Source: an optimization exercise on an open RTL-to-GDS flow (aim: small area and a short achievable clock period). Production flows keep margins and buffers that such runs may drop. In this exercise RTL edits were held to simulation tests only and were not proved equivalent to the original.

== before ==
==> flow/design.v (excerpt) <==
module dit_fft_8(clk,reset,mode,x,y);
  input clk, reset, mode;
  input [255:0] x;
  output reg [255:0] y;
  reg [255:0] b;
  wire [255:0] bnext;
  wire [255:0] ynext;
  wire [15:0] r129s;
  wire [15:0] r129g, r129p;
  wire [15:0] r258s;
  wire [15:0] r258g, r258p;
  wire [15:0] r387s;
  wire [15:0] r387g, r387p;
  wire [15:0] r516s;
  wire [15:0] r516g, r516p;
  wire [15:0] r630s;
  wire [15:0] r630g, r630p;
  wire [15:0] r744s;
  wire [15:0] r744g, r744p;
  wire [15:0] r858s;
  wire [15:0] r858g, r858p;
  wire [15:0] r972s;
  wire [15:0] r972g, r972p;
  wire [15:0] r1101s;
  wire [15:0] r1101g, r1101p;
  wire [15:0] r1230s;
  wire [15:0] r1230g, r1230p;
  wire [15:0] r1359s;
  wire [15:0] r1359g, r1359p;
  wire [15:0] r1488s;
  wire [15:0] r1488g, r1488p;
  wire [15:0] r1602s;
  wire [15:0] r1602g, r1602p;
  wire [15:0] r1716s;
  wire [15:0] r1716g, r1716p;
  wire [15:0] r1830s;
  wire [15:0] r1830g, r1830p;
  wire [15:0] r1944s;
  wire [15:0] r1944g, r1944p;
  wire [15:0] r1945s;
  wire [15:0] r1945g, r1945p;
  wire [15:0] r1946s;
  wire [15:0] r1946g, r1946p;
  wire [15:0] r1947s;
  wire [15:0] r1947g, r1947p;
  wire [15:0] r1948s;
  wire [15:0] r1948g, r1948p;
  wire [15:0] r1949s;
  wire [15:0] r1949g, r1949p;
  wire [15:0] r1950s;
  wire [15:0] r1950g, r1950p;
  wire [15:0] r1951s;
  wire [15:0] r1951g, r1951p;
  wire [15:0] r1952s;
  wire [15:0] r1952g, r1952p;
  wire [15:0] r2705s;
  wire [23:0] r2705g, r2705p;
  wire [15:0] r2754s;
  wire [23:0] r2754g, r2754p;
  wire [15:0] r2881s;
  wire [23:0] r2881g, r2881p;
  wire [15:0] r2960s;
  wire [23:0] r2960g, r2960p;
  wire [15:0] r3087s;
  wire [23:0] r3087g, r3087p;
  wire [15:0] r3166s;
  wire [23:0] r3166g, r3166p;
  wire [15:0] r3299s;
  wire [23:0] r3299g, r3299p;
  wire [15:0] r3384s;
  wire [23:0] r3384g, r3384p;
  ...
For scale: roughly 5,500 cells after synthesis.
Settings: LEC_CHECK=0, CAP_MARGIN=20, CORE_MARGIN=2, CORE_UTILIZATION=55, SLEW_MARGIN=20, SYNTH_HIERARCHICAL=1, SYNTH_MINIMUM_KEEP_SIZE=0, TNS_END_PERCENT=50; clock period 12.0 ns.
standard.sh (not shown) runs the stock make flow with config.mk's settings and CLKGATE_MAP_FILE= SYNTH_SCRIPT=/design/flow/synth_recipe.tcl, a recipe that flattens the netlist after the stock synthesis.
==> flow/flow/run.sh <==
#!/bin/bash
# Layout: the standard flow's own flow (standard.sh, which runs the standard synthesis and
# ORFS from floorplan to finish) with two changes to how the layout is made:
# the port buffers are sky130_fd_sc_hd__buf_2 cells rather than ORFS's default
# choice, and timing repair aims for a setup slack margin of SETUP_MARGIN ns.
# The clock period and constraints are the standard flow's.  make's output goes to
# standard_flow.log here; ORFS keeps each step's log under orfs/logs/.
set -euo pipefail
SETUP_MARGIN=6.5
bash standard.sh "BUFFER_PORTS_ARGS=-buffer_cell sky130_fd_sc_hd__buf_2" \
  "SETUP_SLACK_MARGIN=$SETUP_MARGIN" finish > standard_flow.log 2>&1
The inputs of after differ from those of before as listed below.
- removing TNS_END_PERCENT (formerly 50)
diff --git a/flow/flow/run.sh b/flow/flow/run.sh
--- a/flow/flow/run.sh
+++ b/flow/flow/run.sh
@@ -9 +9 @@
-SETUP_MARGIN=6.5
+SETUP_MARGIN=6
--- outcome ---
Comparing after with before, the post-placement cell count came out essentially unchanged.
Diff before -> after: post-route cell area dropped 1900 sq um, die height held steady, non-clock buffer instance count of the final layout fell by 103, total stage count of the critical path moved down, routed wire length decreased by about 1.2% relative to the old numbers.
Of after and before, the higher largest incremental delay on the critical path belongs to before.
before → after: worst-case setup margin in the final layout lower, post-CTS repair timing setup buffer count lower.

## afterwards: timing with drivers on the ports
Ports are ideal in the flow. The routed layouts listed here were re-timed in OpenROAD.
Step 1 assumes that a clkbuf_16 drives the clock port and a buf_2 every other input.
Step 2 also shifts input and output timing later by t, the mid clock arrival at the registers, as if the neighbouring blocks saw the same clock.
Slacks: no drivers / after step 1 / after step 2; pairs: no drivers / after step 1.
run | t, ns | setup slack, ns | latest minus earliest clock arrival (ns) | worst register clock-pin slew, ns | worst data-port slew with drivers (ns)
before | 0.738 | 6.481 / 6.481 / 5.924 | 0.040 / 0.041 | 0.08 / 0.08 | 0.16
after | 0.738 | 6.197 / 6.197 / 5.945 | 0.044 / 0.044 | 0.08 / 0.08 | 0.15
After both steps every run listed still meets setup and hold. The setup slack of before, which loses most, moves by 0.000 ns with the drivers and by -0.557 ns with both steps.
